Background: an optimization exercise with open tools, aiming at small area, a short achievable clock period and few clock cycles. Do not read the settings as production practice. RTL that was checked went through simulation tests only; none was proved equivalent to the original.

Setup of cedar:
// MDU
module MDU (
	clk, rst_n,
	A, B, Op, C, D,
	ack, req
);
	input clk, rst_n;
	input  [0:32-1] 	A;
	input  [0:32-1] 	B;
	input  [0:3-1]  	Op;
	output [0:32-1] 	C;
	output [0:4-1]	D;
	input req;
	output ack;
	wire [31:0] a_in  = A;
	wire [31:0] b_in  = B;
	wire [2:0]  op_in = Op;
	reg        busy, first, fix;
	reg [2:0]  cnt;
	reg        op_div, op_sgn, op_hi, op_u;
	reg        negq, qm1, eq_r;
	reg [31:0] X, Q;
	reg [32:0] R;
	wire last  = (cnt == 3'd0);
	wire dneg  = op_sgn & X[31];
	wire [32:0] x33 = {op_sgn & X[31], X};
	wire [34:0] x1  = {{2{x33[32]}}, x33};
	wire [34:0] x2  = {x33[32], x33, 1'b0};
	wire [31:0] neg_o  = -Q;
	wire [31:0] absA   = (op_sgn & Q[31]) ? neg_o : Q;
	wire [31:0] T      = dneg ? ~X : X;
	function [2:0] lzb;   
		input [31:0] v;
		begin
			if (|v[31:24])      lzb = 3'd0;
			else if (|v[23:16]) lzb = 3'd1;
			else if (|v[15:8])  lzb = 3'd2;
			else if (|v[7:0])   lzb = 3'd3;
			else                lzb = 3'd4;
		end
	endfunction
	wire [2:0] lza = lzb(absA);
	wire [2:0] lzt = lzb(T);
	wire [3:0] sb_raw = 4'd3 + {1'b0, lza} - {1'b0, lzt};   
	wire [2:0] sb = sb_raw[3] ? 3'd0 : (sb_raw[2:0] > 3'd4 ? 3'd4 : sb_raw[2:0]);
	wire       qzero = first & (sb == 3'd4);
	reg [32:0] r_prep;
	reg [31:0] q_prep;
	always @(*) begin
		case (sb[1:0])
			2'd0: begin r_prep = 33'd0;                 q_prep = absA; end
			2'd1: begin r_prep = {25'd0, absA[31:24]};  q_prep = {absA[23:0], 8'd0}; end
			2'd2: begin r_prep = {17'd0, absA[31:16]};  q_prep = {absA[15:0], 16'd0}; end
  ...
==> flow/config.mk <==
export PLATFORM = sky130hd
export DESIGN_NAME = MDU
export DESIGN_NICKNAME = MDU
export VERILOG_FILES = /design/flow/design.v
export SDC_FILE = /design/flow/constraint.sdc
export NUM_CORES = 4
export LEC_CHECK = 0
export CAP_MARGIN = 20
export CORE_MARGIN = 2
export CORE_UTILIZATION = 40
export SLEW_MARGIN = 20
==> flow/constraint.sdc <==
create_clock -name core_clock -period 100.0 [get_ports {clk}]
set_input_delay 20.0000 -clock core_clock [delete_from_list [all_inputs] [get_ports {clk}]]
set_output_delay 20.0000 -clock core_clock [all_outputs]
set_load 0.01 [all_outputs]
run.sh (not shown) runs the stock make flow with config.mk's settings and CLKGATE_MAP_FILE= SYNTH_SCRIPT=/design/flow/synth_recipe.tcl, a recipe that flattens the netlist after the stock synthesis.
Testbench counts of cedar, summed over its fixed seeds: cycles 15,369.
What maple does differently from cedar at the input level:
diff --git a/flow/config.mk b/flow/config.mk
--- a/flow/config.mk
+++ b/flow/config.mk
@@ -9,3 +9,3 @@
 export CORE_MARGIN = 2
-export CORE_UTILIZATION = 40
+export CORE_UTILIZATION = 65
 export SLEW_MARGIN = 20
==> comparison <==
Global-route wire length before repair of maple falls short of that of cedar by a few percent.
| multi-input gate area in the final layout | cedar vs maple | ≈ equal |
Delta (maple minus cedar): minimum clock period has increased; clock-buffer cell count has decreased.
Non-clock buffer count in the final layout of maple falls short of that of cedar by more than 10%.
Compared with cedar, maple shows a lower final design area excluding fillers.
Comparing fmax for maple and cedar, the bigger number came from cedar.

* * *

## build 41
Another version of the RTL of MDU (not shown whole).
For scale: about 130 flip-flops, about 0.019 mm² of cells after synthesis.
clock: 100.0 ns
lec_check: 0
cap_margin: 20
core_margin: 2
core_utilization: 40
slew_margin: 20
standard.sh (not shown) runs the stock make flow with config.mk's settings and CLKGATE_MAP_FILE= SYNTH_SCRIPT=/design/flow/synth_recipe.tcl, a recipe that flattens the netlist after the stock synthesis.
==> flow/flow/run.sh <==
#!/bin/bash
set -euo pipefail
bash standard.sh SETUP_SLACK_MARGIN=79.0 finish > standard.log 2>&1
Build 41 | status: complete | timing, DRC, antenna: pass
Testbench counts of build 41, summed over its fixed seeds: cycles 14,449.
Modified inputs, build 22 compared to build 41
- CORE_UTILIZATION now 50, was 40
==> flow/flow/run.sh <==
#!/bin/bash
set -euo pipefail
bash standard.sh SETUP_SLACK_MARGIN=79.3 finish > standard.log 2>&1
Notes after the runs:
Status | build 22 and build 41 | clean
The fraction of standard cell area in multi-input logic of build 22 exceeds that of build 41 by 0.32 points.
Re clock latency of the later-clocked register in the worst-skew pair: build 22 is 0.02 ns down on build 41.
Build 41 -> build 22: die area decreased by more than 10%
[compare] base=build 41 new=build 22: post-CTS setup buffer count rose 4, violation count after the first detailed-routing iteration fell about 15%, post-layout instance area rose about 0.6%.
Changes in build 72 relative to build 22:
- CORE_UTILIZATION: 50 -> 40
- SLEW_MARGIN: 20 -> 50
==> flow/run.sh (new file) <==
#!/bin/bash
# synth_recipe.tcl (not shown) runs the flow's synth.tcl, then flattens the netlist and writes it again
# the make line also repeats each setting of config.mk as NAME=value (left out here)
make -C /OpenROAD-flow-scripts/flow DESIGN_CONFIG=/design/flow/config.mk WORK_HOME=/design/flow/orfs CLKGATE_MAP_FILE= SYNTH_SCRIPT=/design/flow/synth_recipe.tcl finish
removed: flow/flow/run.sh
removed: flow/standard.sh
[summary]
Build 72 | status: complete | timing, DRC, antenna: pass
Build 22 was routed with more vias than build 72.
For clock latency reported for the late side of the worst-skew pair, build 72 and build 22 come out practically identical.
Between build 72 and build 22, the wire length figures differ only marginally.
Build 72: routed wire length per instance 3.4% below build 22
Taking build 22 as the reference point, the post-layout minimum cycle time of build 72 rises by 0.79 ns.
Total instance count after detailed placement: build 72 vs build 22 up 134
[build 72] non-clock buffer area fraction after layout fell 1.4 points relative to build 22
Changes in build 57 relative to build 72:
- changing CORE_UTILIZATION from 40 to 60
- changing SLEW_MARGIN from 50 to 20
==> flow/flow/run.sh (new file) <==
#!/bin/bash
set -euo pipefail
bash standard.sh SETUP_SLACK_MARGIN=79.0 finish > standard.log 2>&1
==> flow/standard.sh (new file) <==
#!/bin/bash
# synth_recipe.tcl (not shown) runs the flow's synth.tcl, then flattens the netlist and writes it again
# the make line also repeats each setting of config.mk as NAME=value (left out here)
make -C /OpenROAD-flow-scripts/flow DESIGN_CONFIG=/design/flow/config.mk WORK_HOME=/design/flow/orfs CLKGATE_MAP_FILE= SYNTH_SCRIPT=/design/flow/synth_recipe.tcl "${@:-finish}"
removed: flow/run.sh
Results
Going from build 72 to build 57, count of clock-buffer cells in the layout shrinks by 2.
Between build 57 and build 72, it is build 57 whose global-route usage is higher, by 15 points.
Build 72 → build 57: average wire per standard cell grew by 7.5%, combined area of the multi-input logic cells went up 79 µm², placement-stage worst setup slack higher.
diff inputs: build 57 => build 10
- CORE_UTILIZATION now 40, was 60
==> flow/flow/run.sh <==
#!/bin/bash
set -euo pipefail
bash standard.sh SETUP_SLACK_MARGIN=78.5 finish > standard.log 2>&1
[summary]
Going from build 57 to build 10, design area saw an increase.
Going from build 57 to build 10, initial core utilization lower; buffers inserted during post-CTS setup optimization decreased 32; post-cts resize count -74%.
[inputs] build 53 vs build 10
- changing CORE_UTILIZATION from 40 to 50
==> flow/flow/run.sh <==
#!/bin/bash
set -euo pipefail
bash standard.sh SETUP_SLACK_MARGIN=79.0 finish > standard.log 2>&1
==> comparison <==
- The register-to-register slack in build 53 was lower than what build 10 gave.
- Sort build 53 and build 10 by max-slew headroom at the worst pin, descending, and build 10 comes first.
- Diff build 53 and build 10: initial antenna violation count lower in build 53
- Compared with build 10, in build 53 non-filler instance count after layout lower, initial core utilization higher, summed area of non-filler cells in the final layout roughly the same.
- Between build 53 and build 10, it is build 53 whose part of the cycle the worst path needs is lower, by 0.33 points.

* * *

MDU, a different RTL version from the one above (not shown whole).
Size: ~2300 cells after synthesis, about 120 flip-flops.
==> flow/design.v (excerpt) <==
module MDU (
	clk, rst_n,
	A, B, Op, C, D,
	ack, req
);
	input clk, rst_n;
	input  [0:32-1] 	A;
	input  [0:32-1] 	B;
	input  [0:3-1]  	Op;
	output [0:32-1] 	C;
	output [0:4-1]	D;
	input req;
	output ack;
	wire [31:0] a_in  = A;
	wire [31:0] b_in  = B;
	wire [2:0]  op_in = Op;
	reg        busy, first, fix, negd;
	reg [2:0]  cnt;
	reg        op_div, op_sgn, op_hi, op_u;
	reg        negq, qm1;
	reg        lt_r, gt_r, eq_r;   
	reg [31:0] X, Q;
	reg [32:0] R;
	wire last  = ~first & (cnt == 3'd0);
	wire mj2 = az[3] & az[2] & ~Q[15] | op_sgn & ao[3] & ao[2] & Q[15];
	wire mj5 = op_u & Q[31];
	wire [2:0] mk = mj5 ? 3'd3 : {op_hi, mj2, 1'b0};
	reg  [2:0] kreg;
	wire dneg  = op_sgn & X[31];
	wire [32:0] x33 = {op_sgn & X[31], X};
	wire [34:0] x1  = {{2{x33[32]}}, x33};
	wire [34:0] x2  = {x33[32], x33, 1'b0};
	reg  [31:0] neg_o;
	reg         nc;
	integer j;
	always @(*) begin
		nc = 1'b1;
		for (j = 0; j < 32; j = j + 1) begin
			neg_o[j] = ~Q[j] ^ nc;
			nc = nc & ~Q[j];
		end
	end
	wire        aneg   = first & op_div & op_sgn & Q[31] & ~negd;
	wire        dfirst = first & op_div;
	wire [31:0] T      = dneg ? ~X : X;
	function [2:0] lzb;   
  ...
Settings: LEC_CHECK=0, CAP_MARGIN=20, CORE_MARGIN=2, CORE_UTILIZATION=40, SLEW_MARGIN=20; clock period 100.0 ns.
==> flow/flow/run.sh <==
#!/bin/bash
set -euo pipefail
bash standard.sh SETUP_SLACK_MARGIN=78.0 finish > standard.log 2>&1
The first run completed without violations.
==> next run, changes <==
==> flow/flow/run.sh (replaced) <==
#!/bin/bash
set -euo pipefail
bash standard.sh SETUP_SLACK_MARGIN=79.0 finish > standard.log 2>&1
Outcome:
- design area is higher by a few percent
- utilization is higher by 1.4 points
- global-route usage is higher by 1.2 points
No functional check of the RTL was part of any run of this note.

[what the ideal ports hide]
The results above use ideal ports. As a check the final layouts listed here were re-extracted and re-timed, cells and wires unchanged. Step 1: set_driving_cell puts a clkbuf_16 on clk and a buf_2 on each other input, an assumption about the parent block. Step 2 also shifts input and output timing later by t, the mid clock arrival at the registers, as if the neighbouring blocks saw the same clock. Three values: ideal ports, drivers, drivers and shift; two values: the first two.
run | t, ns | setup slack, ns | hold WS [ns] | worst setup path after step 2
cedar | 0.423 | 78.005 / 77.955 / 78.020 | 0.460 / 0.460 / 0.460 | input to register
maple | 0.418 | 76.933 / 76.933 / 76.933 | 0.504 / 0.504 / 0.504 | register to register
build 41 | 0.508 | 78.763 / 78.706 / 78.561 | 0.593 / 0.593 / 0.593 | input to register
build 22 | 0.483 | 78.822 / 78.770 / 78.772 | 0.549 / 0.549 / 0.549 | input to register
build 72 | 0.502 | 78.030 / 77.975 / 78.208 | 0.601 / 0.601 / 0.601 | input to register
build 57 | 0.498 | 78.841 / 78.787 / 78.551 | 0.556 / 0.556 / 0.556 | input to register
build 10 | 0.509 | 78.499 / 78.442 / 78.309 | 0.594 / 0.594 / 0.594 | input to register
build 53 | 0.494 | 78.827 / 78.774 / 78.502 | 0.542 / 0.542 / 0.542 | input to register
the first run of note 3 | 0.552 | 78.103 / 78.043 / 78.595 | 0.526 / 0.526 / 0.526 | register to output
the second run of note 3 | 0.552 | 78.873 / 78.812 / 78.821 | 0.528 / 0.528 / 0.528 | input to register
After both steps every run listed still meets setup and hold. The setup slack of build 53, which loses most, moves by -0.053 ns with the drivers and by -0.325 ns with both steps.
